This design comes from an exercise in tuning for small area and a short achievable clock period on the open sky130 flow, not from production work.
No run shown here included a check of the RTL's function; only the layout flow was run.
Power and IR drop assume default switching activity.

==> flow/design.v (outline; a module is shown in full before it is edited, if it fits) <==
// module QE_M: 632 lines
// module qe_fa: 5 lines
// module qe_fs: 5 lines
// module qe_fc: 5 lines
// module qe_x2: 5 lines
// module qe_cy: 5 lines
// module qe_ha: 5 lines
module QE_M (clk, reset, in_a, in_b, in_c, in_x, mode, valid_in, last_input, valid_out, result);
  // ...
==> flow/flow/run.sh <==
#!/bin/bash
# The standard layout, with buf_2 cells as the port buffers.
bash standard.sh "BUFFER_PORTS_ARGS=-buffer_cell sky130_fd_sc_hd__buf_2" finish > standard.log 2>&1
==> flow/standard.sh <==
#!/bin/bash
# synth_recipe.tcl (not shown) runs the flow's synth.tcl, then flattens the netlist and writes it again
# the make line also repeats each setting of config.mk as NAME=value (left out here)
make -C /OpenROAD-flow-scripts/flow DESIGN_CONFIG=/design/flow/config.mk WORK_HOME=/design/flow/orfs CLKGATE_MAP_FILE= SYNTH_SCRIPT=/design/flow/synth_recipe.tcl "${@:-finish}"
==> flow/config.mk <==
export PLATFORM = sky130hd
export DESIGN_NAME = QE_M
export DESIGN_NICKNAME = QE_M
export VERILOG_FILES = /design/flow/design.v
export SDC_FILE = /design/flow/constraint.sdc
export NUM_CORES = 4
export LEC_CHECK = 0
export CAP_MARGIN = 20
export CORE_MARGIN = 2
export CORE_UTILIZATION = 40
export SETUP_SLACK_MARGIN = 4
export SLEW_MARGIN = 20
export SYNTH_HIERARCHICAL = 1
==> flow/constraint.sdc <==
create_clock -name core_clock -period 6.5 [get_ports {clk}]
set_input_delay 1.3000 -clock core_clock [delete_from_list [all_inputs] [get_ports {clk}]]
set_output_delay 1.3000 -clock core_clock [all_outputs]
set_load 0.01 [all_outputs]
==> out/summary.json, run 1 <==
{
  "outcome": "timing/DRC/antenna clean",
  "finish.instance_area_um2": 10410,
  "synth_ff_type": "sky130_fd_sc_hd__dfxtp_1",
  "worst_clock_skew_on_the_final_layout_ps": 7.646,
  "met1_usage_pct": 20.69,
  "largest_fanout_on_the_critical_path": 7,
  "min_to": "C2[1]",
  "synthMuxAreaShare_pct": 0.4864,
  "cts_resized": 21,
  "fp.dieW_um": 154.0,
  "cp-end-kind": "flop",
  "root_buffer": "sky130_fd_sc_hd__clkbuf_16",
  "worst_skew_pair.late_latency_ps": 420,
  "critical_path.top_delay_family": "compound AO/OA/AOI/OAI gates",
  "drt_first_pass_iters": 8,
  "route.met2.wl_mm": 9.305,
  "area.share.sequential_pct": 31.16,
  "worst_r2r_path_cells": 10,
  "post_synth_and_or_nand_nor_area_fraction_pct": 11.66,
  "number_of_placement_rows": 54,
  "cell_internal_pwr_w": 0.003077,
  "place.detailed.hpwl_mm": 14.11,
  "most-common-layout-cells": "165 x sky130_fd_sc_hd__xor2_1, 143 x sky130_fd_sc_hd__dfxtp_1, 81 x sky130_fd_sc_hd__and2_1, 81 x sky130_fd_sc_hd__a22o_1, 64 x sky130_fd_sc_hd__xnor2_1",
  "critical_path_buf_inv_count": 1,
  "share_clk_of_total_power_pct": 19.3,
  "final_period_minus_worst_setup_slack_ps": 2550,
  "drtAntennaViolNets": 0,
  "seq_cells": 160,
  "setup-tns-final_ps": 0,
  "crit_path_start_kind": "flop",
  "synth-edff-count": 0,
  "yosysTopAreaCell": "sky130_fd_sc_hd__dfxtp_1",
  "postSynthRegisterBits": 160,
  "synthTopCellsByCount": "180 x sky130_fd_sc_hd__xor2_1, 155 x sky130_fd_sc_hd__dfxtp_1, 81 x sky130_fd_sc_hd__a22o_1, 81 x sky130_fd_sc_hd__and2_1, 64 x sky130_fd_sc_hd__xnor2_1",
  "post-synth-top-area-fraction_pct": 34.47,
  "dominant-cell-class": "multi-input gates",
  "yosys.area_share.xor_xnor_pct": 23.74,
  "multi_input_cells": 698,
  "bufAreaShareNonClock_pct": 3.197,
  "worstPathCellList": "xor2_2 > a22o_1 > xor2_2 > a22o_1 > ha_4 > a41o_4 > a221oi_4 > o31ai_4 > buf_4 > xor2_1"
}
==> run 2: changes to the inputs <==
--- a/flow/design.v
+++ b/flow/design.v
@@ -16,16 +16,131 @@
 reg [7:0]  C2;
 reg        keep2;
 reg S3a15, S3b15, S3a14, S3b14, S3a13, S3b13, S3a12, S3b12, S3a11, S3b11, S3a10, S3b10, S3a9, S3b9, S3a8, S3b8, S3a7, S3b7, S3a6, S3b6, S3a5, S3b5, S3a4, S3b4, S3a3, S3b3, S3a2, S3b2, S3a1, S3b1, S3a0, S3b0;
 reg [15:0] Y;
 reg        q1, q2, q3;   
 reg        lastd;        
 wire [15:0] S3a = {S3a15, S3a14, S3a13, S3a12, S3a11, S3a10, S3a9, S3a8, S3a7, S3a6, S3a5, S3a4, S3a3, S3a2, S3a1, S3a0};
 wire [15:0] S3b = {S3b15, S3b14, S3b13, S3b12, S3b11, S3b10, S3b9, S3b8, S3b7, S3b6, S3b5, S3b4, S3b3, S3b2, S3b1, S3b0};
+wire [15:0] S3s;
+wire [15:0] td_cp_p, td_cp_g, td_cp_c;
+qe_x2 td_cp_px0 (.a(S3a[0]), .b(S3b[0]), .y(td_cp_p[0]));
+assign td_cp_g[0] = S3a[0] & S3b[0];
+qe_x2 td_cp_px1 (.a(S3a[1]), .b(S3b[1]), .y(td_cp_p[1]));
+assign td_cp_g[1] = S3a[1] & S3b[1];
+qe_x2 td_cp_px2 (.a(S3a[2]), .b(S3b[2]), .y(td_cp_p[2]));
+assign td_cp_g[2] = S3a[2] & S3b[2];
+qe_x2 td_cp_px3 (.a(S3a[3]), .b(S3b[3]), .y(td_cp_p[3]));
+assign td_cp_g[3] = S3a[3] & S3b[3];
+qe_x2 td_cp_px4 (.a(S3a[4]), .b(S3b[4]), .y(td_cp_p[4]));
+assign td_cp_g[4] = S3a[4] & S3b[4];
+qe_x2 td_cp_px5 (.a(S3a[5]), .b(S3b[5]), .y(td_cp_p[5]));
+assign td_cp_g[5] = S3a[5] & S3b[5];
+qe_x2 td_cp_px6 (.a(S3a[6]), .b(S3b[6]), .y(td_cp_p[6]));
+assign td_cp_g[6] = S3a[6] & S3b[6];
+qe_x2 td_cp_px7 (.a(S3a[7]), .b(S3b[7]), .y(td_cp_p[7]));
+assign td_cp_g[7] = S3a[7] & S3b[7];
+qe_x2 td_cp_px8 (.a(S3a[8]), .b(S3b[8]), .y(td_cp_p[8]));
+assign td_cp_g[8] = S3a[8] & S3b[8];
+qe_x2 td_cp_px9 (.a(S3a[9]), .b(S3b[9]), .y(td_cp_p[9]));
+assign td_cp_g[9] = S3a[9] & S3b[9];
+qe_x2 td_cp_px10 (.a(S3a[10]), .b(S3b[10]), .y(td_cp_p[10]));
+assign td_cp_g[10] = S3a[10] & S3b[10];
+qe_x2 td_cp_px11 (.a(S3a[11]), .b(S3b[11]), .y(td_cp_p[11]));
+assign td_cp_g[11] = S3a[11] & S3b[11];
+qe_x2 td_cp_px12 (.a(S3a[12]), .b(S3b[12]), .y(td_cp_p[12]));
+assign td_cp_g[12] = S3a[12] & S3b[12];
+qe_x2 td_cp_px13 (.a(S3a[13]), .b(S3b[13]), .y(td_cp_p[13]));
+assign td_cp_g[13] = S3a[13] & S3b[13];
+qe_x2 td_cp_px14 (.a(S3a[14]), .b(S3b[14]), .y(td_cp_p[14]));
+assign td_cp_g[14] = S3a[14] & S3b[14];
+qe_x2 td_cp_px15 (.a(S3a[15]), .b(S3b[15]), .y(td_cp_p[15]));
+assign td_cp_g[15] = S3a[15] & S3b[15];
+wire td_cp_G0_1 = td_cp_g[1] | (td_cp_p[1] & td_cp_g[0]);
+wire td_cp_G0_3 = td_cp_g[3] | (td_cp_p[3] & td_cp_g[2]);
+wire td_cp_P0_3 = td_cp_p[3] & td_cp_p[2];
+wire td_cp_G0_5 = td_cp_g[5] | (td_cp_p[5] & td_cp_g[4]);
+wire td_cp_P0_5 = td_cp_p[5] & td_cp_p[4];
+wire td_cp_G0_7 = td_cp_g[7] | (td_cp_p[7] & td_cp_g[6]);
+wire td_cp_P0_7 = td_cp_p[7] & td_cp_p[6];
+wire td_cp_G0_9 = td_cp_g[9] | (td_cp_p[9] & td_cp_g[8]);
+wire td_cp_P0_9 = td_cp_p[9] & td_cp_p[8];
+wire td_cp_G0_11 = td_cp_g[11] | (td_cp_p[11] & td_cp_g[10]);
+wire td_cp_P0_11 = td_cp_p[11] & td_cp_p[10];
+wire td_cp_G0_13 = td_cp_g[13] | (td_cp_p[13] & td_cp_g[12]);
+wire td_cp_P0_13 = td_cp_p[13] & td_cp_p[12];
+wire td_cp_G0_15 = td_cp_g[15] | (td_cp_p[15] & td_cp_g[14]);
+wire td_cp_P0_15 = td_cp_p[15] & td_cp_p[14];
+wire td_cp_G1_2 = td_cp_g[2] | (td_cp_p[2] & td_cp_G0_1);
+wire td_cp_G1_3 = td_cp_G0_3 | (td_cp_P0_3 & td_cp_G0_1);
+wire td_cp_G1_6 = td_cp_g[6] | (td_cp_p[6] & td_cp_G0_5);
+wire td_cp_P1_6 = td_cp_p[6] & td_cp_P0_5;
+wire td_cp_G1_7 = td_cp_G0_7 | (td_cp_P0_7 & td_cp_G0_5);
+wire td_cp_P1_7 = td_cp_P0_7 & td_cp_P0_5;
+wire td_cp_G1_10 = td_cp_g[10] | (td_cp_p[10] & td_cp_G0_9);
+wire td_cp_P1_10 = td_cp_p[10] & td_cp_P0_9;
+wire td_cp_G1_11 = td_cp_G0_11 | (td_cp_P0_11 & td_cp_G0_9);
+wire td_cp_P1_11 = td_cp_P0_11 & td_cp_P0_9;
+wire td_cp_G1_14 = td_cp_g[14] | (td_cp_p[14] & td_cp_G0_13);
+wire td_cp_P1_14 = td_cp_p[14] & td_cp_P0_13;
+wire td_cp_G1_15 = td_cp_G0_15 | (td_cp_P0_15 & td_cp_G0_13);
+wire td_cp_P1_15 = td_cp_P0_15 & td_cp_P0_13;
+wire td_cp_G2_4 = td_cp_g[4] | (td_cp_p[4] & td_cp_G1_3);
+wire td_cp_G2_5 = td_cp_G0_5 | (td_cp_P0_5 & td_cp_G1_3);
+wire td_cp_G2_6 = td_cp_G1_6 | (td_cp_P1_6 & td_cp_G1_3);
+wire td_cp_G2_7 = td_cp_G1_7 | (td_cp_P1_7 & td_cp_G1_3);
+wire td_cp_G2_12 = td_cp_g[12] | (td_cp_p[12] & td_cp_G1_11);
+wire td_cp_P2_12 = td_cp_p[12] & td_cp_P1_11;
+wire td_cp_G2_13 = td_cp_G0_13 | (td_cp_P0_13 & td_cp_G1_11);
+wire td_cp_P2_13 = td_cp_P0_13 & td_cp_P1_11;
+wire td_cp_G2_14 = td_cp_G1_14 | (td_cp_P1_14 & td_cp_G1_11);
+wire td_cp_P2_14 = td_cp_P1_14 & td_cp_P1_11;
+wire td_cp_G2_15 = td_cp_G1_15 | (td_cp_P1_15 & td_cp_G1_11);
+wire td_cp_P2_15 = td_cp_P1_15 & td_cp_P1_11;
+wire td_cp_G3_8 = td_cp_g[8] | (td_cp_p[8] & td_cp_G2_7);
+wire td_cp_G3_9 = td_cp_G0_9 | (td_cp_P0_9 & td_cp_G2_7);
+wire td_cp_G3_10 = td_cp_G1_10 | (td_cp_P1_10 & td_cp_G2_7);
+wire td_cp_G3_11 = td_cp_G1_11 | (td_cp_P1_11 & td_cp_G2_7);
+wire td_cp_G3_12 = td_cp_G2_12 | (td_cp_P2_12 & td_cp_G2_7);
+wire td_cp_G3_13 = td_cp_G2_13 | (td_cp_P2_13 & td_cp_G2_7);
+wire td_cp_G3_14 = td_cp_G2_14 | (td_cp_P2_14 & td_cp_G2_7);
+wire td_cp_G3_15 = td_cp_G2_15 | (td_cp_P2_15 & td_cp_G2_7);
+assign td_cp_c[0] = 1'b0;
+assign td_cp_c[1] = td_cp_g[0];
+assign td_cp_c[2] = td_cp_G0_1;
+assign td_cp_c[3] = td_cp_G1_2;
+assign td_cp_c[4] = td_cp_G1_3;
+assign td_cp_c[5] = td_cp_G2_4;
+assign td_cp_c[6] = td_cp_G2_5;
+assign td_cp_c[7] = td_cp_G2_6;
+assign td_cp_c[8] = td_cp_G2_7;
+assign td_cp_c[9] = td_cp_G3_8;
+assign td_cp_c[10] = td_cp_G3_9;
+assign td_cp_c[11] = td_cp_G3_10;
+assign td_cp_c[12] = td_cp_G3_11;
+assign td_cp_c[13] = td_cp_G3_12;
+assign td_cp_c[14] = td_cp_G3_13;
+assign td_cp_c[15] = td_cp_G3_14;
+qe_x2 td_cp_sx0 (.a(td_cp_p[0]), .b(td_cp_c[0]), .y(S3s[0]));
+qe_x2 td_cp_sx1 (.a(td_cp_p[1]), .b(td_cp_c[1]), .y(S3s[1]));
+qe_x2 td_cp_sx2 (.a(td_cp_p[2]), .b(td_cp_c[2]), .y(S3s[2]));
+qe_x2 td_cp_sx3 (.a(td_cp_p[3]), .b(td_cp_c[3]), .y(S3s[3]));
+qe_x2 td_cp_sx4 (.a(td_cp_p[4]), .b(td_cp_c[4]), .y(S3s[4]));
+qe_x2 td_cp_sx5 (.a(td_cp_p[5]), .b(td_cp_c[5]), .y(S3s[5]));
+qe_x2 td_cp_sx6 (.a(td_cp_p[6]), .b(td_cp_c[6]), .y(S3s[6]));
+qe_x2 td_cp_sx7 (.a(td_cp_p[7]), .b(td_cp_c[7]), .y(S3s[7]));
+qe_x2 td_cp_sx8 (.a(td_cp_p[8]), .b(td_cp_c[8]), .y(S3s[8]));
+qe_x2 td_cp_sx9 (.a(td_cp_p[9]), .b(td_cp_c[9]), .y(S3s[9]));
+qe_x2 td_cp_sx10 (.a(td_cp_p[10]), .b(td_cp_c[10]), .y(S3s[10]));
+qe_x2 td_cp_sx11 (.a(td_cp_p[11]), .b(td_cp_c[11]), .y(S3s[11]));
+qe_x2 td_cp_sx12 (.a(td_cp_p[12]), .b(td_cp_c[12]), .y(S3s[12]));
+qe_x2 td_cp_sx13 (.a(td_cp_p[13]), .b(td_cp_c[13]), .y(S3s[13]));
+qe_x2 td_cp_sx14 (.a(td_cp_p[14]), .b(td_cp_c[14]), .y(S3s[14]));
+qe_x2 td_cp_sx15 (.a(td_cp_p[15]), .b(td_cp_c[15]), .y(S3s[15]));
 wire [7:0] bg = in_b & {8{~mode}};
 wire pa_0_0, pa_0_1, pa_0_2, pa_0_3, pa_0_4, pa_0_5, pa_0_6, pa_0_7;
 wire pa_1_0, pa_1_1, pa_1_2, pa_1_3, pa_1_4, pa_1_5, pa_1_6, pa_1_7;
 wire pa_2_0, pa_2_1, pa_2_2, pa_2_3, pa_2_4, pa_2_5, pa_2_6, pa_2_7;
 wire pa_3_0, pa_3_1, pa_3_2, pa_3_3, pa_3_4, pa_3_5, pa_3_6, pa_3_7;
 wire pa_4_0, pa_4_1, pa_4_2, pa_4_3, pa_4_4, pa_4_5, pa_4_6, pa_4_7;
 wire pa_5_0, pa_5_1, pa_5_2, pa_5_3, pa_5_4, pa_5_5, pa_5_6, pa_5_7;
 wire pa_6_0, pa_6_1, pa_6_2, pa_6_3, pa_6_4, pa_6_5, pa_6_6, pa_6_7;
@@ -104,89 +219,42 @@
 assign pa_7_6 = in_a[7] & in_x[6];
 assign pa_7_7 = in_a[7] & in_x[7];
 wire ta_1, ta_2, ta_3, ta_4, ta_5, ta_6, ta_7, ta_8;
 wire ta_9, ta_10, ta_11, ta_12, ta_13, ta_14, ta_15, ta_16;
 wire ta_17, ta_18, ta_19, ta_20, ta_21, ta_22, ta_23, ta_24;
 wire ta_25, ta_26, ta_27, ta_28, ta_29, ta_30, ta_31, ta_32;
 wire ta_33, ta_34, ta_35, ta_36, ta_37, ta_38, ta_39, ta_40;
 wire ta_41, ta_42, ta_43, ta_44, ta_45, ta_46, ta_47, ta_48;
-wire ta_49, ta_50, ta_51, ta_52, ta_53, ta_54, ta_55, ta_56;
-wire ta_57, ta_58, ta_59, ta_60, ta_61, ta_62, ta_63, ta_64;
-wire ta_65, ta_66, ta_67, ta_68, ta_69, ta_70;
-assign ta_1 = pa_0_5 ^ pa_1_4;
-assign ta_2 = pa_0_5 & pa_1_4;
-qe_x2 ta_xp0 (.a(pa_0_6), .b(pa_1_5), .y(ta_5));
-qe_x2 ta_xs0 (.a(ta_5), .b(pa_2_4), .y(ta_3));
-qe_cy ta_cy0 (.a(pa_0_6), .b(pa_1_5), .c(pa_2_4), .p(ta_5), .co(ta_4));
-assign ta_6 = pa_3_3 ^ pa_4_2;
-assign ta_7 = pa_3_3 & pa_4_2;
-qe_x2 ta_xp1 (.a(pa_0_7), .b(pa_1_6), .y(ta_10));
-qe_x2 ta_xs1 (.a(ta_10), .b(pa_2_5), .y(ta_8));
-qe_cy ta_cy1 (.a(pa_0_7), .b(pa_1_6), .c(pa_2_5), .p(ta_10), .co(ta_9));
-qe_x2 ta_xp2 (.a(pa_3_4), .b(pa_4_3), .y(ta_13));
-qe_x2 ta_xs2 (.a(ta_13), .b(pa_5_2), .y(ta_11));
-qe_cy ta_cy2 (.a(pa_3_4), .b(pa_4_3), .c(pa_5_2), .p(ta_13), .co(ta_12));
-assign ta_14 = pa_6_1 ^ pa_7_0;
-assign ta_15 = pa_6_1 & pa_7_0;
-qe_x2 ta_xp3 (.a(pa_1_7), .b(pa_2_6), .y(ta_18));
-qe_x2 ta_xs3 (.a(ta_18), .b(pa_3_5), .y(ta_16));
-qe_cy ta_cy3 (.a(pa_1_7), .b(pa_2_6), .c(pa_3_5), .p(ta_18), .co(ta_17));
-qe_x2 ta_xp4 (.a(pa_4_4), .b(pa_5_3), .y(ta_21));
-qe_x2 ta_xs4 (.a(ta_21), .b(pa_6_2), .y(ta_19));
-qe_cy ta_cy4 (.a(pa_4_4), .b(pa_5_3), .c(pa_6_2), .p(ta_21), .co(ta_20));
-qe_x2 ta_xp5 (.a(pa_2_7), .b(pa_3_6), .y(ta_24));
-qe_x2 ta_xs5 (.a(ta_24), .b(pa_4_5), .y(ta_22));
-qe_cy ta_cy5 (.a(pa_2_7), .b(pa_3_6), .c(pa_4_5), .p(ta_24), .co(ta_23));
-assign ta_25 = pa_0_3 ^ pa_1_2;
-assign ta_26 = pa_0_3 & pa_1_2;
-qe_x2 ta_xp6 (.a(pa_0_4), .b(pa_1_3), .y(ta_29));
-qe_x2 ta_xs6 (.a(ta_29), .b(pa_2_2), .y(ta_27));
-qe_cy ta_cy6 (.a(pa_0_4), .b(pa_1_3), .c(pa_2_2), .p(ta_29), .co(ta_28));
-assign ta_30 = pa_3_1 ^ pa_4_0;
-assign ta_31 = pa_3_1 & pa_4_0;
-qe_x2 ta_xp7 (.a(pa_2_3), .b(pa_3_2), .y(ta_34));
-qe_x2 ta_xs7 (.a(ta_34), .b(pa_4_1), .y(ta_32));
-qe_cy ta_cy7 (.a(pa_2_3), .b(pa_3_2), .c(pa_4_1), .p(ta_34), .co(ta_33));
-qe_x2 ta_xp8 (.a(pa_5_0), .b(bg[5]), .y(ta_37));
-qe_x2 ta_xs8 (.a(ta_37), .b(ta_1), .y(ta_35));
-qe_cy ta_cy8 (.a(pa_5_0), .b(bg[5]), .c(ta_1), .p(ta_37), .co(ta_36));
-qe_x2 ta_xp9 (.a(pa_5_1), .b(pa_6_0), .y(ta_40));
-qe_x2 ta_xs9 (.a(ta_40), .b(bg[6]), .y(ta_38));
-qe_cy ta_cy9 (.a(pa_5_1), .b(pa_6_0), .c(bg[6]), .p(ta_40), .co(ta_39));
-qe_x2 ta_xp10 (.a(ta_2), .b(ta_6), .y(ta_43));
-qe_x2 ta_xs10 (.a(ta_43), .b(ta_3), .y(ta_41));
-qe_cy ta_cy10 (.a(ta_2), .b(ta_6), .c(ta_3), .p(ta_43), .co(ta_42));
-qe_x2 ta_xp11 (.a(bg[7]), .b(ta_7), .y(ta_46));
-qe_x2 ta_xs11 (.a(ta_46), .b(ta_14), .y(ta_44));
-qe_cy ta_cy11 (.a(bg[7]), .b(ta_7), .c(ta_14), .p(ta_46), .co(ta_45));
-qe_x2 ta_xp12 (.a(ta_4), .b(ta_8), .y(ta_49));
-qe_x2 ta_xs12 (.a(ta_49), .b(ta_11), .y(ta_47));
-qe_cy ta_cy12 (.a(ta_4), .b(ta_8), .c(ta_11), .p(ta_49), .co(ta_48));
-qe_x2 ta_xp13 (.a(pa_7_1), .b(ta_15), .y(ta_52));
-qe_x2 ta_xs13 (.a(ta_52), .b(ta_9), .y(ta_50));
-qe_cy ta_cy13 (.a(pa_7_1), .b(ta_15), .c(ta_9), .p(ta_52), .co(ta_51));
-qe_x2 ta_xp14 (.a(ta_12), .b(ta_16), .y(ta_55));
-qe_x2 ta_xs14 (.a(ta_55), .b(ta_19), .y(ta_53));
-qe_cy ta_cy14 (.a(ta_12), .b(ta_16), .c(ta_19), .p(ta_55), .co(ta_54));
-qe_x2 ta_xp15 (.a(pa_5_4), .b(pa_6_3), .y(ta_58));
-qe_x2 ta_xs15 (.a(ta_58), .b(pa_7_2), .y(ta_56));
-qe_cy ta_cy15 (.a(pa_5_4), .b(pa_6_3), .c(pa_7_2), .p(ta_58), .co(ta_57));
-qe_x2 ta_xp16 (.a(ta_17), .b(ta_20), .y(ta_61));
-qe_x2 ta_xs16 (.a(ta_61), .b(ta_22), .y(ta_59));
-qe_cy ta_cy16 (.a(ta_17), .b(ta_20), .c(ta_22), .p(ta_61), .co(ta_60));
-qe_x2 ta_xp17 (.a(pa_3_7), .b(pa_4_6), .y(ta_64));
-qe_x2 ta_xs17 (.a(ta_64), .b(pa_5_5), .y(ta_62));
-qe_cy ta_cy17 (.a(pa_3_7), .b(pa_4_6), .c(pa_5_5), .p(ta_64), .co(ta_63));
-qe_x2 ta_xp18 (.a(pa_6_4), .b(pa_7_3), .y(ta_67));
-qe_x2 ta_xs18 (.a(ta_67), .b(ta_23), .y(ta_65));
-qe_cy ta_cy18 (.a(pa_6_4), .b(pa_7_3), .c(ta_23), .p(ta_67), .co(ta_66));
-qe_x2 ta_xp19 (.a(pa_4_7), .b(pa_5_6), .y(ta_70));
-qe_x2 ta_xs19 (.a(ta_70), .b(pa_6_5), .y(ta_68));
-qe_cy ta_cy19 (.a(pa_4_7), .b(pa_5_6), .c(pa_6_5), .p(ta_70), .co(ta_69));
+wire ta_49, ta_50;
+qe_ha ta_ha0 (.a(pa_0_5), .b(pa_1_4), .s(ta_1), .co(ta_2));
+qe_fa ta_fa0 (.a(pa_0_6), .b(pa_1_5), .c(pa_2_4), .s(ta_3), .co(ta_4));
+qe_ha ta_ha1 (.a(pa_3_3), .b(pa_4_2), .s(ta_5), .co(ta_6));
+qe_fa ta_fa1 (.a(pa_0_7), .b(pa_1_6), .c(pa_2_5), .s(ta_7), .co(ta_8));
+qe_fa ta_fa2 (.a(pa_3_4), .b(pa_4_3), .c(pa_5_2), .s(ta_9), .co(ta_10));
+qe_ha ta_ha2 (.a(pa_6_1), .b(pa_7_0), .s(ta_11), .co(ta_12));
+qe_fa ta_fa3 (.a(pa_1_7), .b(pa_2_6), .c(pa_3_5), .s(ta_13), .co(ta_14));
+qe_fa ta_fa4 (.a(pa_4_4), .b(pa_5_3), .c(pa_6_2), .s(ta_15), .co(ta_16));
+qe_fa ta_fa5 (.a(pa_2_7), .b(pa_3_6), .c(pa_4_5), .s(ta_17), .co(ta_18));
+qe_ha ta_ha3 (.a(pa_0_3), .b(pa_1_2), .s(ta_19), .co(ta_20));
+qe_fa ta_fa6 (.a(pa_0_4), .b(pa_1_3), .c(pa_2_2), .s(ta_21), .co(ta_22));
+qe_ha ta_ha4 (.a(pa_3_1), .b(pa_4_0), .s(ta_23), .co(ta_24));
+qe_fa ta_fa7 (.a(pa_2_3), .b(pa_3_2), .c(pa_4_1), .s(ta_25), .co(ta_26));
+qe_fa ta_fa8 (.a(pa_5_0), .b(bg[5]), .c(ta_1), .s(ta_27), .co(ta_28));
+qe_fa ta_fa9 (.a(pa_5_1), .b(pa_6_0), .c(bg[6]), .s(ta_29), .co(ta_30));
+qe_fa ta_fa10 (.a(ta_2), .b(ta_5), .c(ta_3), .s(ta_31), .co(ta_32));
+qe_fa ta_fa11 (.a(bg[7]), .b(ta_6), .c(ta_11), .s(ta_33), .co(ta_34));
+qe_fa ta_fa12 (.a(ta_4), .b(ta_7), .c(ta_9), .s(ta_35), .co(ta_36));
+qe_fa ta_fa13 (.a(pa_7_1), .b(ta_12), .c(ta_8), .s(ta_37), .co(ta_38));
+qe_fa ta_fa14 (.a(ta_10), .b(ta_13), .c(ta_15), .s(ta_39), .co(ta_40));
+qe_fa ta_fa15 (.a(pa_5_4), .b(pa_6_3), .c(pa_7_2), .s(ta_41), .co(ta_42));
+qe_fa ta_fa16 (.a(ta_14), .b(ta_16), .c(ta_17), .s(ta_43), .co(ta_44));
+qe_fa ta_fa17 (.a(pa_3_7), .b(pa_4_6), .c(pa_5_5), .s(ta_45), .co(ta_46));
+qe_fa ta_fa18 (.a(pa_6_4), .b(pa_7_3), .c(ta_18), .s(ta_47), .co(ta_48));
+qe_fa ta_fa19 (.a(pa_4_7), .b(pa_5_6), .c(pa_6_5), .s(ta_49), .co(ta_50));
 wire [7:0] xm = {X1[6:0], 1'b0};   
 integer i;
 wire tb_1, tb_2, tb_3, tb_4, tb_5, tb_6, tb_7, tb_8;
 wire tb_9, tb_10, tb_11, tb_12, tb_13, tb_14, tb_15, tb_16;
 wire tb_17, tb_18, tb_19, tb_20, tb_21, tb_22, tb_23, tb_24;
 wire tb_25, tb_26, tb_27, tb_28, tb_29, tb_30, tb_31, tb_32;
 wire tb_33, tb_34, tb_35, tb_36, tb_37, tb_38, tb_39, tb_40;
 wire tb_41, tb_42, tb_43, tb_44, tb_45, tb_46, tb_47, tb_48;
@@ -260,16 +328,131 @@
 qe_x2 tb_xp20 (.a(T1d12), .b(tb_28), .y(tb_67));
 qe_x2 tb_xs20 (.a(tb_67), .b(tb_30), .y(tb_65));
 qe_cy tb_cy20 (.a(T1d12), .b(tb_28), .c(tb_30), .p(tb_67), .co(tb_66));
 qe_x2 tb_xp21 (.a(T1a13), .b(T1b13), .y(tb_70));
 qe_x2 tb_xs21 (.a(tb_70), .b(tb_31), .y(tb_68));
 qe_cy tb_cy21 (.a(T1a13), .b(T1b13), .c(tb_31), .p(tb_70), .co(tb_69));
 wire [15:0] SBa = {1'b0, T1a14, tb_66, tb_63, tb_60, tb_57, tb_54, tb_51, tb_48, tb_45, tb_42, tb_39, tb_36, tb_34, T1c1, T1a0};
 wire [15:0] SBb = {1'b0, tb_69, tb_68, tb_65, tb_62, tb_59, tb_56, tb_53, tb_50, tb_47, tb_44, tb_41, tb_38, tb_35, tb_33, T1b0};
+wire [15:0] SBs;
+wire [15:0] te_cp_p, te_cp_g, te_cp_c;
+qe_x2 te_cp_px0 (.a(SBa[0]), .b(SBb[0]), .y(te_cp_p[0]));
+assign te_cp_g[0] = SBa[0] & SBb[0];
+qe_x2 te_cp_px1 (.a(SBa[1]), .b(SBb[1]), .y(te_cp_p[1]));
+assign te_cp_g[1] = SBa[1] & SBb[1];
+qe_x2 te_cp_px2 (.a(SBa[2]), .b(SBb[2]), .y(te_cp_p[2]));
+assign te_cp_g[2] = SBa[2] & SBb[2];
+qe_x2 te_cp_px3 (.a(SBa[3]), .b(SBb[3]), .y(te_cp_p[3]));
+assign te_cp_g[3] = SBa[3] & SBb[3];
+qe_x2 te_cp_px4 (.a(SBa[4]), .b(SBb[4]), .y(te_cp_p[4]));
+assign te_cp_g[4] = SBa[4] & SBb[4];
+qe_x2 te_cp_px5 (.a(SBa[5]), .b(SBb[5]), .y(te_cp_p[5]));
+assign te_cp_g[5] = SBa[5] & SBb[5];
+qe_x2 te_cp_px6 (.a(SBa[6]), .b(SBb[6]), .y(te_cp_p[6]));
+assign te_cp_g[6] = SBa[6] & SBb[6];
+qe_x2 te_cp_px7 (.a(SBa[7]), .b(SBb[7]), .y(te_cp_p[7]));
+assign te_cp_g[7] = SBa[7] & SBb[7];
+qe_x2 te_cp_px8 (.a(SBa[8]), .b(SBb[8]), .y(te_cp_p[8]));
+assign te_cp_g[8] = SBa[8] & SBb[8];
+qe_x2 te_cp_px9 (.a(SBa[9]), .b(SBb[9]), .y(te_cp_p[9]));
+assign te_cp_g[9] = SBa[9] & SBb[9];
+qe_x2 te_cp_px10 (.a(SBa[10]), .b(SBb[10]), .y(te_cp_p[10]));
+assign te_cp_g[10] = SBa[10] & SBb[10];
+qe_x2 te_cp_px11 (.a(SBa[11]), .b(SBb[11]), .y(te_cp_p[11]));
+assign te_cp_g[11] = SBa[11] & SBb[11];
+qe_x2 te_cp_px12 (.a(SBa[12]), .b(SBb[12]), .y(te_cp_p[12]));
+assign te_cp_g[12] = SBa[12] & SBb[12];
+qe_x2 te_cp_px13 (.a(SBa[13]), .b(SBb[13]), .y(te_cp_p[13]));
+assign te_cp_g[13] = SBa[13] & SBb[13];
+qe_x2 te_cp_px14 (.a(SBa[14]), .b(SBb[14]), .y(te_cp_p[14]));
+assign te_cp_g[14] = SBa[14] & SBb[14];
+qe_x2 te_cp_px15 (.a(SBa[15]), .b(SBb[15]), .y(te_cp_p[15]));
+assign te_cp_g[15] = SBa[15] & SBb[15];
+wire te_cp_G0_1 = te_cp_g[1] | (te_cp_p[1] & te_cp_g[0]);
+wire te_cp_G0_3 = te_cp_g[3] | (te_cp_p[3] & te_cp_g[2]);
+wire te_cp_P0_3 = te_cp_p[3] & te_cp_p[2];
+wire te_cp_G0_5 = te_cp_g[5] | (te_cp_p[5] & te_cp_g[4]);
+wire te_cp_P0_5 = te_cp_p[5] & te_cp_p[4];
+wire te_cp_G0_7 = te_cp_g[7] | (te_cp_p[7] & te_cp_g[6]);
+wire te_cp_P0_7 = te_cp_p[7] & te_cp_p[6];
+wire te_cp_G0_9 = te_cp_g[9] | (te_cp_p[9] & te_cp_g[8]);
+wire te_cp_P0_9 = te_cp_p[9] & te_cp_p[8];
+wire te_cp_G0_11 = te_cp_g[11] | (te_cp_p[11] & te_cp_g[10]);
+wire te_cp_P0_11 = te_cp_p[11] & te_cp_p[10];
+wire te_cp_G0_13 = te_cp_g[13] | (te_cp_p[13] & te_cp_g[12]);
+wire te_cp_P0_13 = te_cp_p[13] & te_cp_p[12];
+wire te_cp_G0_15 = te_cp_g[15] | (te_cp_p[15] & te_cp_g[14]);
+wire te_cp_P0_15 = te_cp_p[15] & te_cp_p[14];
+wire te_cp_G1_2 = te_cp_g[2] | (te_cp_p[2] & te_cp_G0_1);
+wire te_cp_G1_3 = te_cp_G0_3 | (te_cp_P0_3 & te_cp_G0_1);
+wire te_cp_G1_6 = te_cp_g[6] | (te_cp_p[6] & te_cp_G0_5);
+wire te_cp_P1_6 = te_cp_p[6] & te_cp_P0_5;
+wire te_cp_G1_7 = te_cp_G0_7 | (te_cp_P0_7 & te_cp_G0_5);
+wire te_cp_P1_7 = te_cp_P0_7 & te_cp_P0_5;
+wire te_cp_G1_10 = te_cp_g[10] | (te_cp_p[10] & te_cp_G0_9);
+wire te_cp_P1_10 = te_cp_p[10] & te_cp_P0_9;
+wire te_cp_G1_11 = te_cp_G0_11 | (te_cp_P0_11 & te_cp_G0_9);
+wire te_cp_P1_11 = te_cp_P0_11 & te_cp_P0_9;
+wire te_cp_G1_14 = te_cp_g[14] | (te_cp_p[14] & te_cp_G0_13);
+wire te_cp_P1_14 = te_cp_p[14] & te_cp_P0_13;
+wire te_cp_G1_15 = te_cp_G0_15 | (te_cp_P0_15 & te_cp_G0_13);
+wire te_cp_P1_15 = te_cp_P0_15 & te_cp_P0_13;
+wire te_cp_G2_4 = te_cp_g[4] | (te_cp_p[4] & te_cp_G1_3);
+wire te_cp_G2_5 = te_cp_G0_5 | (te_cp_P0_5 & te_cp_G1_3);
+wire te_cp_G2_6 = te_cp_G1_6 | (te_cp_P1_6 & te_cp_G1_3);
+wire te_cp_G2_7 = te_cp_G1_7 | (te_cp_P1_7 & te_cp_G1_3);
+wire te_cp_G2_12 = te_cp_g[12] | (te_cp_p[12] & te_cp_G1_11);
+wire te_cp_P2_12 = te_cp_p[12] & te_cp_P1_11;
+wire te_cp_G2_13 = te_cp_G0_13 | (te_cp_P0_13 & te_cp_G1_11);
+wire te_cp_P2_13 = te_cp_P0_13 & te_cp_P1_11;
+wire te_cp_G2_14 = te_cp_G1_14 | (te_cp_P1_14 & te_cp_G1_11);
+wire te_cp_P2_14 = te_cp_P1_14 & te_cp_P1_11;
+wire te_cp_G2_15 = te_cp_G1_15 | (te_cp_P1_15 & te_cp_G1_11);
+wire te_cp_P2_15 = te_cp_P1_15 & te_cp_P1_11;
+wire te_cp_G3_8 = te_cp_g[8] | (te_cp_p[8] & te_cp_G2_7);
+wire te_cp_G3_9 = te_cp_G0_9 | (te_cp_P0_9 & te_cp_G2_7);
+wire te_cp_G3_10 = te_cp_G1_10 | (te_cp_P1_10 & te_cp_G2_7);
+wire te_cp_G3_11 = te_cp_G1_11 | (te_cp_P1_11 & te_cp_G2_7);
+wire te_cp_G3_12 = te_cp_G2_12 | (te_cp_P2_12 & te_cp_G2_7);
+wire te_cp_G3_13 = te_cp_G2_13 | (te_cp_P2_13 & te_cp_G2_7);
+wire te_cp_G3_14 = te_cp_G2_14 | (te_cp_P2_14 & te_cp_G2_7);
+wire te_cp_G3_15 = te_cp_G2_15 | (te_cp_P2_15 & te_cp_G2_7);
+assign te_cp_c[0] = 1'b0;
+assign te_cp_c[1] = te_cp_g[0];
+assign te_cp_c[2] = te_cp_G0_1;
+assign te_cp_c[3] = te_cp_G1_2;
+assign te_cp_c[4] = te_cp_G1_3;
+assign te_cp_c[5] = te_cp_G2_4;
+assign te_cp_c[6] = te_cp_G2_5;
+assign te_cp_c[7] = te_cp_G2_6;
+assign te_cp_c[8] = te_cp_G2_7;
+assign te_cp_c[9] = te_cp_G3_8;
+assign te_cp_c[10] = te_cp_G3_9;
+assign te_cp_c[11] = te_cp_G3_10;
+assign te_cp_c[12] = te_cp_G3_11;
+assign te_cp_c[13] = te_cp_G3_12;
+assign te_cp_c[14] = te_cp_G3_13;
+assign te_cp_c[15] = te_cp_G3_14;
+qe_x2 te_cp_sx0 (.a(te_cp_p[0]), .b(te_cp_c[0]), .y(SBs[0]));
+qe_x2 te_cp_sx1 (.a(te_cp_p[1]), .b(te_cp_c[1]), .y(SBs[1]));
+qe_x2 te_cp_sx2 (.a(te_cp_p[2]), .b(te_cp_c[2]), .y(SBs[2]));
+qe_x2 te_cp_sx3 (.a(te_cp_p[3]), .b(te_cp_c[3]), .y(SBs[3]));
+qe_x2 te_cp_sx4 (.a(te_cp_p[4]), .b(te_cp_c[4]), .y(SBs[4]));
+qe_x2 te_cp_sx5 (.a(te_cp_p[5]), .b(te_cp_c[5]), .y(SBs[5]));
+qe_x2 te_cp_sx6 (.a(te_cp_p[6]), .b(te_cp_c[6]), .y(SBs[6]));
+qe_x2 te_cp_sx7 (.a(te_cp_p[7]), .b(te_cp_c[7]), .y(SBs[7]));
+qe_x2 te_cp_sx8 (.a(te_cp_p[8]), .b(te_cp_c[8]), .y(SBs[8]));
+qe_x2 te_cp_sx9 (.a(te_cp_p[9]), .b(te_cp_c[9]), .y(SBs[9]));
+qe_x2 te_cp_sx10 (.a(te_cp_p[10]), .b(te_cp_c[10]), .y(SBs[10]));
+qe_x2 te_cp_sx11 (.a(te_cp_p[11]), .b(te_cp_c[11]), .y(SBs[11]));
+qe_x2 te_cp_sx12 (.a(te_cp_p[12]), .b(te_cp_c[12]), .y(SBs[12]));
+qe_x2 te_cp_sx13 (.a(te_cp_p[13]), .b(te_cp_c[13]), .y(SBs[13]));
+qe_x2 te_cp_sx14 (.a(te_cp_p[14]), .b(te_cp_c[14]), .y(SBs[14]));
+qe_x2 te_cp_sx15 (.a(te_cp_p[15]), .b(te_cp_c[15]), .y(SBs[15]));
 assign pc_0_0 = ((bo[0] & R[0])) ^ bn[0];
 assign pc_0_1 = ((bo[0] & R[1]) | (bt[0] & R[0])) ^ bn[0];
 assign pc_0_2 = ((bo[0] & R[2]) | (bt[0] & R[1])) ^ bn[0];
 assign pc_0_3 = ((bo[0] & R[3]) | (bt[0] & R[2])) ^ bn[0];
 assign pc_0_4 = ((bo[0] & R[4]) | (bt[0] & R[3])) ^ bn[0];
 assign pc_0_5 = ((bo[0] & R[5]) | (bt[0] & R[4])) ^ bn[0];
 assign pc_0_6 = ((bo[0] & R[6]) | (bt[0] & R[5])) ^ bn[0];
 assign pc_0_7 = ((bo[0] & R[7]) | (bt[0] & R[6])) ^ bn[0];
@@ -515,67 +698,67 @@
 qe_cy tc_cy41 (.a(tc_60), .b(tc_107), .c(tc_109), .p(tc_158), .co(tc_157));
 always @(posedge clk) begin
 	T1a14 <= pa_7_7;
 	T1a13 <= pa_6_7;
 	T1b13 <= pa_7_6;
 	T1a12 <= pa_5_7;
 	T1b12 <= pa_6_6;
 	T1c12 <= pa_7_5;
-	T1d12 <= ta_69;
+	T1d12 <= ta_50;
 	T1a11 <= pa_7_4;
-	T1b11 <= ta_63;
-	T1c11 <= ta_68;
-	T1d11 <= ta_66;
-	T1a10 <= ta_57;
-	T1b10 <= ta_62;
-	T1c10 <= ta_60;
-	T1d10 <= ta_65;
-	T1a9 <= ta_56;
-	T1b9 <= ta_51;
-	T1c9 <= ta_54;
-	T1d9 <= ta_59;
-	T1a8 <= ta_45;
-	T1b8 <= ta_48;
-	T1c8 <= ta_50;
-	T1d8 <= ta_53;
-	T1a7 <= ta_39;
-	T1b7 <= ta_44;
-	T1c7 <= ta_42;
-	T1d7 <= ta_47;
-	T1a6 <= ta_33;
-	T1b6 <= ta_38;
-	T1c6 <= ta_36;
-	T1d6 <= ta_41;
-	T1a5 <= ta_31;
-	T1b5 <= ta_28;
-	T1c5 <= ta_32;
-	T1d5 <= ta_35;
+	T1b11 <= ta_46;
+	T1c11 <= ta_49;
+	T1d11 <= ta_48;
+	T1a10 <= ta_42;
+	T1b10 <= ta_45;
+	T1c10 <= ta_44;
+	T1d10 <= ta_47;
+	T1a9 <= ta_41;
+	T1b9 <= ta_38;
+	T1c9 <= ta_40;
+	T1d9 <= ta_43;
+	T1a8 <= ta_34;
+	T1b8 <= ta_36;
+	T1c8 <= ta_37;
+	T1d8 <= ta_39;
+	T1a7 <= ta_30;
+	T1b7 <= ta_33;
+	T1c7 <= ta_32;
+	T1d7 <= ta_35;
+	T1a6 <= ta_26;
+	T1b6 <= ta_29;
+	T1c6 <= ta_28;
+	T1d6 <= ta_31;
+	T1a5 <= ta_24;
+	T1b5 <= ta_22;
+	T1c5 <= ta_25;
+	T1d5 <= ta_27;
 	T1a4 <= bg[4];
-	T1b4 <= ta_26;
-	T1c4 <= ta_30;
-	T1d4 <= ta_27;
+	T1b4 <= ta_20;
+	T1c4 <= ta_23;
+	T1d4 <= ta_21;
 	T1a3 <= pa_2_1;
 	T1b3 <= pa_3_0;
 	T1c3 <= bg[3];
-	T1d3 <= ta_25;
+	T1d3 <= ta_19;
 	T1a2 <= pa_0_2;
 	T1b2 <= pa_1_1;
 	T1c2 <= pa_2_0;
 	T1d2 <= bg[2];
 	T1a1 <= pa_0_1;
 	T1b1 <= pa_1_0;
 	T1c1 <= bg[1];
 	T1a0 <= pa_0_0;
 	T1b0 <= bg[0];
 	X1 <= mode ? {7'd0, valid_in} : in_x;
 	C1 <= in_c & {8{~mode}};
 	m1 <= mode;
 	f1 <= lastd;
-	R  <= SBa + SBb;
+	R  <= SBs;
 	for (i = 0; i < 4; i = i + 1) begin
 		bo[i] <= X1[2*i] ^ xm[2*i];
 		bt[i] <= (X1[2*i+1] & ~X1[2*i] & ~xm[2*i]) | (~X1[2*i+1] & X1[2*i] & xm[2*i]);
 		bn[i] <= X1[2*i+1];
 	end
 	x7 <= X1[7];
 	C2 <= C1;
 	keep2 <= m1 & ~f1;
@@ -606,17 +789,17 @@
 	S3a3 <= tc_118;
 	S3b3 <= tc_120;
 	S3a2 <= tc_115;
 	S3b2 <= tc_117;
 	S3a1 <= tc_113;
 	S3b1 <= tc_114;
 	S3a0 <= tc_65;
 	S3b0 <= tc_112;
-	Y  <= S3a + S3b;
+	Y  <= S3s;
 end
 always @(posedge clk or posedge reset) begin
 	if (reset) begin
 		q1 <= 1'b0;
 		q2 <= 1'b0;
 		q3 <= 1'b0;
 		valid_out <= 1'b0;
 		lastd <= 1'b1;
==> run 2 against run 1 <==
Still clean on timing, DRC and antenna. Register-to-register slack lost 50 ps. Sequential share of layout area up 1.7 points. Sequential cell count unchanged. First-iteration DRC count decreased by 25%. Clock power is essentially flat. Clock skew rose by 0.56 ps. Count of clock-buffer cells in the layout stayed put. Non-clock buffer count increased by 13. Hold slack got worse by 0.77 ps. Cell count is 7.7% lower. Cell area is 5.2% lower. Critical path type unchanged. Critical endpoint is now R[10]. Highest routed layer unchanged.
==> out/summary.json, run 2 <==
{
  "clock_tree_from_tritoncts": "yes",
  "power_frac_comb_pct": 45.5,
  "synthesis.area_per_instance_um2": 10.72,
  "most-common-layout-cells": "185 x sky130_fd_sc_hd__xor2_1, 145 x sky130_fd_sc_hd__dfxtp_1, 76 x sky130_fd_sc_hd__and2_1, 65 x sky130_fd_sc_hd__a22o_1, 53 x sky130_fd_sc_hd__buf_2",
  "overflow": 0,
  "hold_class": "flop to flop",
  "area_delta_synth_final_pct": 16.61,
  "numCtsBuffers": 17,
  "outcome": "timing/DRC/antenna clean",
  "yosysTopAreaCell": "sky130_fd_sc_hd__dfxtp_1",
  "synth-edff-count": {"value": 0, "change": "unchanged"},
  "min_to": "C2[0]",
  "cts.hold.buffers_added": 0,
  "grt_util_all_layers_pct": 15.76,
  "cts.reportedPaths.clkPinSlew_ps": 70,
  "yosys.area_share.xor_xnor": {"value": 25.67, "unit": "%", "change": "+1.9 points"},
  "cap_viol_max_count": 0,
  "worst_r2r_path_cells": {"value": 11, "change": "+1"},
  "global_route.usage.met2_pct": 25.18,
  "grt_setup_unrepaired": "true",
  "met1_usage": {"value": 21.13, "unit": "%", "change": "+0.44 points"},
  "setup-tns-final": {"value": 0, "unit": "ps", "change": "unchanged"},
  "largest_fanout_on_the_critical_path": {"value": 3, "change": "-4"},
  "place.detailed.hpwl": {"value": 12.19, "unit": "mm", "change": "-14%"},
  "root_buffer": "sky130_fd_sc_hd__clkbuf_16",
  "layout.cells.most_common": "sky130_fd_sc_hd__xor2_1",
  "drtAntennaViolNets": {"value": 0, "change": "unchanged"},
  "antenna_found_initial": 0,
  "post_synth_and_or_nand_nor_area_fraction": {"value": 9.641, "unit": "%", "change": "-2.0 points"},
  "first_global_vias": 5651,
  "n_fill_cell": 1919,
  "routed_vias_inst": 5.041,
  "postSynthRegisterBits": {"value": 160, "change": "unchanged"},
  "synth_area_leaders": "sky130_fd_sc_hd__dfxtp_1 37%, sky130_fd_sc_hd__xor2_1 20%, sky130_fd_sc_hd__a22o_1 6.7%",
  "final_period_minus_worst_setup_slack": {"value": 2602, "unit": "ps", "change": "+51.20 ps"},
  "maxSlewViolCount": 0,
  "largest_registers": "R (16), Y (16)",
  "async_flop_share_pct": 3.125,
  "synth_ff_type": "sky130_fd_sc_hd__dfxtp_1",
  "crit_reg_reg_startpoint": "T1a3",
  "reg2reg_to": "R[10]",
  "routabilityCongestion": 0.7931,
  "cp-end-kind": "flop",
  "clock_sink_count": 160,
  "synthDistinctLibCells": 39,
  "netSwitchingPower_w": 0.001816,
  "slew_at_the_pin_with_the_worst_max_slew_slack_ps": 998.5,
  "io_buffers": 53,
  "worstPathRequired_ps": 6810,
  "h-tree-depth": 4,
  "drt_first_pass_iters": {"value": 6, "change": "-2"},
  "synth_top_family_by_area": "XOR/XNOR gates",
  "synth-adder-area-share_pct": 7.985,
  "power.sequential.fraction_pct": 32.9,
  "synth-seq-area-share_pct": 38.16,
  "min_period_over_period_pct": 40.02,
  "report.final.hold_viol_count": 0,
  "initial_utilization_pct": 40.51,
  "crit_path_class": "flop to flop",
  "cp_data_arrival_time_ps": 2910,
  "grt_pass1_wl_mm": 27.77,
  "share_of_the_synthesized_area_in_compound_gates_ao_oa_aoi_oai_pct": 16.35,
  "worst_skew_pair.late_latency": {"value": 430, "unit": "ps", "change": "about the same"},
  "regToRegSetupSlack_ps": 3900,
  "synthMostInstantiatedCell": "sky130_fd_sc_hd__xor2_1",
  "worst_clock_skew_on_the_final_layout": {"value": 8.204, "unit": "ps", "change": "+0.5581 ps"},
  "core_area_um2": 20890,
  "number_of_drc_markers_after_the_initial_detailed_route_iteration": 352,
  "synthTopCellsByCount": "196 x sky130_fd_sc_hd__xor2_1, 155 x sky130_fd_sc_hd__dfxtp_1, 78 x sky130_fd_sc_hd__and2_1, 65 x sky130_fd_sc_hd__a22o_1, 52 x sky130_fd_sc_hd__xnor2_1",
  "leak_pwr_nw": 4.452,
  "drive_gt1_share_pct": 17.49,
  "synthCells": 789,
  "setup_viol": 0,
  "synth_warnings": 7,
  "average_wire_per_cell_in_the_routed_design_um": 14.80,
  "io-pin-count": 54,
  "synthesis.area_um2": 8462,
  "powerDensity_nw_per_um2": 476.2,
  "holdPathStages": 0,
  "finish.utilization_pct": 47.24,
  "synthMuxAreaShare": {"value": 0.2662, "unit": "%", "change": "-0.22 points"},
  "floorplan.die_area_um2": 22330,
  "chipHeight_um": 149.4,
  "hold_path_start": "C1[0]",
  "vdd_ir_drop_max_mv": 0.2411,
  "diodes": 0,
  "number_of_placement_rows": {"value": 53, "change": "-1.9%"},
  "switching_share_pct": 38.65,
  "fmaxAchievable_ghz": 0.3844,
  "globalRouteMet3Util_pct": 3.323,
  "cell_internal_pwr": {"value": 0.002882, "unit": "W", "change": "-6.3%"},
  "drt_wl_total_mm": 16.93,
  "post-synth-top-area-fraction": {"value": 36.67, "unit": "%", "change": "+2.2 points"},
  "overall_via_count_from_detail_route": 5767,
  "fp.dieW": {"value": 149.4, "unit": "um", "change": "-3.0%"},
  "share_clk_of_total_power": {"value": 21.6, "unit": "%", "change": "+2.3 points"},
  "timing.slew.headroom_pct": 33.34,
  "crit_path_start_kind": "flop",
  "cts_buffer_depth": 2,
  "largest_net_degree_at_the_start_of_global_routing": 33,
  "final_net_count": 935,
  "global_route.peak_usage_layer": "met2",
  "drt_drc_violations_left": 0
}
run 2: cell count changes after synthesis, moves of 14 or more:
cell                      before  now
sky130_fd_sc_hd__a21oi_1      23    0
sky130_fd_sc_hd__a22o_1       81   65
sky130_fd_sc_hd__fa_1          2   20
sky130_fd_sc_hd__ha_1         52   22
sky130_fd_sc_hd__nor2_1       16    2
sky130_fd_sc_hd__xor2_1      180  196
run 2: metal layers:
layer	wire length, um	vias up
met3	782	15
met2	7795	140
met4	184	0
met1	8165	2730
met5	0	-
li1	-	2882
run 2: critical path, cell delays in order, from the launching register on:
cell and delay, ps:
sky130_fd_sc_hd__dfxtp_2 340, sky130_fd_sc_hd__xor2_2 180, sky130_fd_sc_hd__a22o_1 230, sky130_fd_sc_hd__xor2_2 170
sky130_fd_sc_hd__a22o_1 230, sky130_fd_sc_hd__xor2_1 170, sky130_fd_sc_hd__a32o_2 300, sky130_fd_sc_hd__a22oi_2 130
sky130_fd_sc_hd__o211ai_2 170, sky130_fd_sc_hd__buf_4 180, sky130_fd_sc_hd__a31o_4 220, sky130_fd_sc_hd__xor2_1 150
run 2: through the flow:
stage | setup slack, ps | power, W | hold slack (ps) | std cells | area [um^2]
after global placement | 3728 | 0.003520 | 311.2 | 1091 | 8977
after global routing | 3709 | 0.005053 | 333.0 | 1144 | 9867
after CTS | 3887 | 0.004678 | 327.7 | 1139 | 9736
after detailed placement | 3696 | 0.003542 | 312.1 | 1091 | 8977
final | 3898 | 0.004698 | 326.4 | 1144 | 9867
after floorplan | 3977 | 0.003158 | 309.6 | 792 | 8478
run 2: worst max path at each step:
stage,from,endpoint,slack (ps)
floorplan,in_a[5],T1d7,3980
global placement,T1a3,R[14],3730
CTS,T1a3,R[10],3890
detailed placement,T1a3,R[14],3700
global route,T1a6,R[15],3710
finish,T1a3,R[10],3900
run 2: final cells by class:
| cell class | instances | area (um^2) | share of cell area (%) |
|---|---|---|---|
| multi-input cells | 591 | 5202 | 52.73 |
| flip-flops and latches | 160 | 3242 | 32.86 |
| repair buffers | 75 | 434.2 | 4.400 |
| clock buffers | 18 | 429.2 | 4.349 |
| well taps | 275 | 344.1 | 3.487 |
| clock inverters | 14 | 173.9 | 1.763 |
| inverters | 11 | 41.29 | 0.4185 |
run 2: what timing repair did:
action / CTS / global route
pin swaps: 22 / 19
gates cloned: 0 / 0
buffers inserted: 16 / 5
gates resized for setup: 12 / 21
endpoints found under the setup margin: 8 / 21
run 2: logic make-up after synthesis:
logic type / count (synthesis)
AND/OR/NAND/NOR: 137
AO/OA/AOI/OAI: 158
flip-flops: 160
other: 1
multiplexers: 2
XOR/XNOR: 248
buffers and inverters: 41
adder cells (fa/ha/maj): 42
run 2: power groups by stage:
stage	logic [W]	clock network, W	registers, W
floorplan	0.00171	0	0.00144
global route	0.00239	0.00109	0.00158
finish	0.00214	0.00102	0.00154
global placement	0.00196	0	0.00156
CTS	0.00209	0.00105	0.00154
detailed placement	0.00198	0	0.00156
run 2: Yosys stat by module, one instance, submodules excluded:
module,flip-flops and latches,copies in the design,area (um^2),cells
qe_fa,0,20,20.02,1
qe_x2,0,192,8.758,1
qe_cy,0,61,8.758,1
qe_ha,0,5,12.51,1
QE_M,160,1,5783,511
==> run 3: changes to the inputs <==
--- a/flow/config.mk
+++ b/flow/config.mk
@@ -9,4 +9,5 @@
 export CORE_MARGIN = 2
 export CORE_UTILIZATION = 40
+export CTS_BUF_LIST = sky130_fd_sc_hd__clkbuf_8
 export SETUP_SLACK_MARGIN = 4
 export SLEW_MARGIN = 20
==> run 3 against run 2 <==
Cell area shrank 1.9%. Power shrank 5.3%. Die area is the same. Routed wire length down 0.85%. Clock power fell by 25%. Sequential share of layout area rose by 0.63 points. Worst setup slack worse by 26 ps. Via count fell by 0.61%. Sequential cell count stayed put. Synthesized cell count did not move. Largest power group unchanged.
==> out/summary.json, run 3 <==
{
  "drt_drc_violations_left": {"value": 0, "change": "unchanged"},
  "overall_via_count_from_detail_route": {"value": 5732, "change": "-0.61%"},
  "setup_viol": {"value": 0, "change": "unchanged"},
  "antenna_found_initial": {"value": 0, "change": "unchanged"},
  "worstPathRequired": {"value": 6840, "unit": "ps", "change": "+30 ps"},
  "area_delta_synth_final_pct": 14.40,
  "finish.instance_area": {"value": 9681, "unit": "um^2", "change": "-1.9%"},
  "drtAntennaViolNets": {"value": 0, "change": "unchanged"},
  "drt_wl_total": {"value": 16.78, "unit": "mm", "change": "-0.85%"},
  "drt_first_pass_iters": {"value": 6, "change": "unchanged"},
  "cts.reportedPaths.clkPinSlew": {"value": 100, "unit": "ps", "change": "+30 ps"},
  "grt_pass1_wl": {"value": 27.62, "unit": "mm", "change": "-0.52%"},
  "worst_r2r_path_cells": {"value": 12, "change": "+1"},
  "report.final.hold_viol_count": {"value": 0, "change": "unchanged"},
  "cts_buffer_depth": {"value": 2, "change": "unchanged"},
  "crit_path_class": "flop to flop",
  "vdd_ir_drop_max": {"value": 0.1783, "unit": "mV", "change": "-26%"},
  "synth-edff-count": {"value": 0, "change": "unchanged"},
  "routed_vias_inst": {"value": 5.019, "change": "-0.43%"},
  "worstPathCellList": "xor2_2 > a22o_1 > xor2_2 > a22o_1 > xor2_1 > and4_1 > buf_4 > a22oi_2 > o211ai_4 > buf_4 > a31o_4 > xor2_1",
  "largest_registers": "R (16), Y (16)",
  "crit_reg_reg_startpoint": "T1a3",
  "io_buffers": {"value": 53, "change": "unchanged"},
  "final_net_count": {"value": 933, "change": "-0.21%"},
  "hold_class": "flop to flop",
  "layout.cells.most_common": "sky130_fd_sc_hd__xor2_1",
  "postPlaceCellArea": {"value": 8977, "unit": "um^2", "change": "unchanged"},
  "largest_fanout_on_the_critical_path": {"value": 3, "change": "unchanged"},
  "regToRegSetupSlack": {"value": 3870, "unit": "ps", "change": "-30 ps"},
  "clock_sink_count": {"value": 160, "change": "unchanged"},
  "fp.dieW": {"value": 149.4, "unit": "um", "change": "unchanged"},
  "synth_area_leaders": "sky130_fd_sc_hd__dfxtp_1 37%, sky130_fd_sc_hd__xor2_1 20%, sky130_fd_sc_hd__a22o_1 6.7%",
  "overflow": {"value": 0, "change": "unchanged"},
  "most-common-layout-cells": "183 x sky130_fd_sc_hd__xor2_1, 145 x sky130_fd_sc_hd__dfxtp_1, 76 x sky130_fd_sc_hd__and2_1, 65 x sky130_fd_sc_hd__a22o_1, 53 x sky130_fd_sc_hd__buf_2",
  "slowest_delay": {"value": 350, "unit": "ps", "change": "about the same"},
  "cell_internal_pwr": {"value": 0.002656, "unit": "W", "change": "-7.9%"},
  "grt_setup_unrepaired": "true",
  "average_wire_per_cell_in_the_routed_design": {"value": 14.70, "unit": "um", "change": "-0.68%"},
  "number_of_placement_rows": {"value": 53, "change": "unchanged"},
  "timing.slew.headroom": {"value": 34.23, "unit": "%", "change": "+0.89 points"},
  "dp_cells": {"value": 1091, "change": "unchanged"},
  "synthesis.area_per_instance": {"value": 10.72, "unit": "um^2", "change": "unchanged"},
  "synthCells": {"value": 789, "change": "unchanged"},
  "root_buffer": "sky130_fd_sc_hd__clkbuf_8",
  "grt_util_all_layers": {"value": 15.57, "unit": "%", "change": "-0.19 points"},
  "detailedPlace.worstSlack": {"value": 3696, "unit": "ps", "change": "unchanged"},
  "slew_at_the_pin_with_the_worst_max_slew_slack": {"value": 985.2, "unit": "ps", "change": "-13.26 ps"},
  "maxSlewViolCount": {"value": 0, "change": "unchanged"},
  "synthesis.area": {"value": 8462, "unit": "um^2", "change": "unchanged"},
  "first_global_vias": {"value": 5634, "change": "-0.30%"},
  "core_area": {"value": 20890, "unit": "um^2", "change": "unchanged"},
  "postLayoutSetupSlackWorst": {"value": 3872, "unit": "ps", "change": "-26.35 ps"},
  "final_period_minus_worst_setup_slack": {"value": 2628, "unit": "ps", "change": "+26.35 ps"},
  "leak_pwr": {"value": 4.357, "unit": "nW", "change": "-2.1%"},
  "floorplan.die_area": {"value": 22330, "unit": "um^2", "change": "unchanged"},
  "h-tree-depth": {"value": 4, "change": "unchanged"},
  "cap_viol_max_count": {"value": 0, "change": "unchanged"},
  "synth_warnings": {"value": 7, "change": "unchanged"},
  "number_of_drc_markers_after_the_initial_detailed_route_iteration": {"value": 365, "change": "+3.7%"},
  "synth-seq-area-share": {"value": 38.16, "unit": "%", "change": "unchanged"},
  "routabilityCongestion": {"value": 0.7931, "change": "unchanged"},
  "worst_clock_skew_on_the_final_layout": {"value": 18.65, "unit": "ps", "change": "+10.45 ps"},
  "async_flop_share": {"value": 3.125, "unit": "%", "change": "unchanged"},
  "post-synth-top-area-fraction": {"value": 36.67, "unit": "%", "change": "unchanged"},
  "power.sequential.fraction": {"value": 34.7, "unit": "%", "change": "+1.8 points"},
  "min_to": "C2[0]",
  "crit_path_start_kind": "flop",
  "cp-end-kind": "flop",
  "yosysTopAreaCell": "sky130_fd_sc_hd__dfxtp_1",
  "netSwitchingPower": {"value": 0.001792, "unit": "W", "change": "-1.3%"},
  "outcome": "timing/DRC/antenna clean",
  "worst_skew_pair.late_latency": {"value": 460, "unit": "ps", "change": "+30 ps"},
  "chipHeight": {"value": 149.4, "unit": "um", "change": "unchanged"},
  "clock_tree_from_tritoncts": "yes",
  "min_period_over_period": {"value": 40.43, "unit": "%", "change": "+0.41 points"},
  "synth_ff_type": "sky130_fd_sc_hd__dfxtp_1",
  "place.detailed.hpwl": {"value": 12.19, "unit": "mm", "change": "unchanged"},
  "diodes": {"value": 0, "change": "unchanged"},
  "drive_gt1_share": {"value": 17.53, "unit": "%", "change": "+0.040 points"},
  "reg2reg_to": "R[10]",
  "synthMostInstantiatedCell": "sky130_fd_sc_hd__xor2_1",
  "hold_path_start": "C1[0]",
  "setup-tns-final": {"value": 0, "unit": "ps", "change": "unchanged"},
  "switching_share": {"value": 40.29, "unit": "%", "change": "+1.6 points"},
  "synthTopCellsByCount": "196 x sky130_fd_sc_hd__xor2_1, 155 x sky130_fd_sc_hd__dfxtp_1, 78 x sky130_fd_sc_hd__and2_1, 65 x sky130_fd_sc_hd__a22o_1, 52 x sky130_fd_sc_hd__xnor2_1",
  "share_clk_of_total_power": {"value": 17.1, "unit": "%", "change": "-4.5 points"},
  "io-pin-count": {"value": 54, "change": "unchanged"},
  "largest_net_degree_at_the_start_of_global_routing": {"value": 33, "change": "unchanged"},
  "post_layout_nonfiller_instances": {"value": 1142, "change": "-0.17%"},
  "initial_utilization": {"value": 40.51, "unit": "%", "change": "unchanged"},
  "numCtsBuffers": {"value": 17, "change": "unchanged"},
  "powerDensity": {"value": 459.4, "unit": "nW/um^2", "change": "-3.5%"},
  "holdPathStages": {"value": 0, "change": "unchanged"},
  "fmaxAchievable": {"value": 0.3805, "unit": "GHz", "change": "-1.0%"},
  "postSynthRegisterBits": {"value": 160, "change": "unchanged"},
  "power_frac_comb": {"value": 48.2, "unit": "%", "change": "+2.7 points"},
  "cpMaxStageDelayCell": "sky130_fd_sc_hd__dfxtp_2",
  "synthDistinctLibCells": {"value": 39, "change": "unchanged"},
  "cp_data_arrival_time": {"value": 2970, "unit": "ps", "change": "+60 ps"}
}
## run 3: timing repair
item	4_1_cts	5_1_grt
setup endpoints to repair	8	22
hold endpoints to repair	0	0
hold buffers	0	0
buffers inserted	15	4
resized for setup	11	24
pin swaps	21	15
## run 3: metrics by stage
step | utilization (%) | total power, W | hold slack, ps
after global placement | 42.98 | 0.003520 | 311.2
after floorplan | - | 0.003158 | 309.6
after CTS | 45.65 | 0.004416 | 333.7
after global routing | 46.34 | 0.004799 | 340.0
after detailed placement | 42.98 | 0.003542 | 312.1
final | 46.34 | 0.004448 | 331.6
## run 3: cell type report
class	count	area, um^2
well taps	275	344.1
repair buffers	73	415.4
inverters	11	41.29
flip-flops and latches	160	3242
fillers	1945	11210
clock inverters	15	177.7
multi-input cells	591	5226
clock buffers	17	234.0
## run 3: worst max-delay path by stage
| stage | from | to | slack (ps) | depth (start not counted) |
|---|---|---|---|---|
| finish | T1a3 | R[10] | 3870 | 12 |
| detailed placement | T1a3 | R[14] | 3700 | 11 |
| global placement | T1a3 | R[14] | 3730 | 11 |
| CTS | T1a3 | R[10] | 3880 | 11 |
| floorplan | in_a[5] | T1d7 | 3980 | 3 |
| global route | T1b4 | R[15] | 3710 | 11 |
## run 3: layer usage
layer | global-route usage [%] | wire [um] | share of wire, % | vias up
met5 | 0 | 0 | 0 | -
met4 | 5.333 | 196 | 1.2 | 0
met3 | 2.744 | 706 | 4.2 | 15
met2 | 25.09 | 7618 | 45 | 121
met1 | 21.09 | 8263 | 49 | 2730
li1 | - | - | - | 2866
## run 3: worst max-delay path, delay by kind of cell (launching register included)
kind / cells / cell delay, ps
AO/OA/AOI/OAI: 5 / 990
XOR/XNOR: 4 / 670
flip-flops: 1 / 350
buffers and inverters: 2 / 300
AND/OR/NAND/NOR: 1 / 210
## run 3: cell families after synthesis
| family | Yosys count | share of synthesized area (%) |
|---|---|---|
| AO/OA/AOI/OAI | 158 | 16.35 |
| XOR/XNOR | 248 | 25.67 |
| adder cells (fa/ha/maj) | 42 | 7.985 |
| buffers and inverters | 41 | 1.878 |
| flip-flops | 160 | 38.16 |
| multiplexers | 2 | 0.2661 |
| other | 1 | 0.04432 |
| AND/OR/NAND/NOR | 137 | 9.641 |
## run 3: power by group through the flow
stage	registers (W)	logic [W]	clock network, W
global placement	0.00156	0.00196	0
floorplan	0.00144	0.00171	0
CTS	0.00154	0.00209	0.000789
detailed placement	0.00156	0.00198	0
finish	0.00154	0.00214	0.000760
global route	0.00158	0.00240	0.000827
## run 3: per-module statistics from Yosys (local to each module, per instance)
module	flip-flops and latches	cells inside	cell area, um^2	times used
qe_x2	0	1	8.758	192
qe_fa	0	1	20.02	20
qe_ha	0	1	12.51	5
QE_M	160	511	5783	1
qe_cy	0	1	8.758	61

[separate check: timing with driven ports]
How much do the figures lean on ideal ports? The routed layouts below were timed once more, with nothing changed but the port constraints.
Step 1, drivers: a clkbuf_16 drives clk and a buf_2 each remaining input, both assumed.
Step 2 moves the port delays by t, midway between the first and last clock arrival at a register: inputs arrive t later, outputs are due t later. That takes back most of the time a late clock gives input paths.
Slacks: ideal ports / drivers / drivers and shift; pairs: ideal ports / drivers.
| run | t (ns) | slack for setup (ns) | hold WS [ns] | worst register clock-pin slew, ns |
|---|---|---|---|---|
| run 1 | 0.461 | 3.950 / 3.950 / 3.874 | 0.327 / 0.327 / 0.327 | 0.07 / 0.07 |
| run 2 | 0.464 | 3.898 / 3.898 / 3.760 | 0.326 / 0.326 / 0.326 | 0.07 / 0.07 |
| run 3 | 0.486 | 3.872 / 3.872 / 3.757 | 0.332 / 0.332 / 0.332 | 0.10 / 0.10 |
After both steps every run listed still meets setup and hold. The setup slack of run 2, which loses most, moves by 0.000 ns with the drivers and by -0.138 ns with both steps.
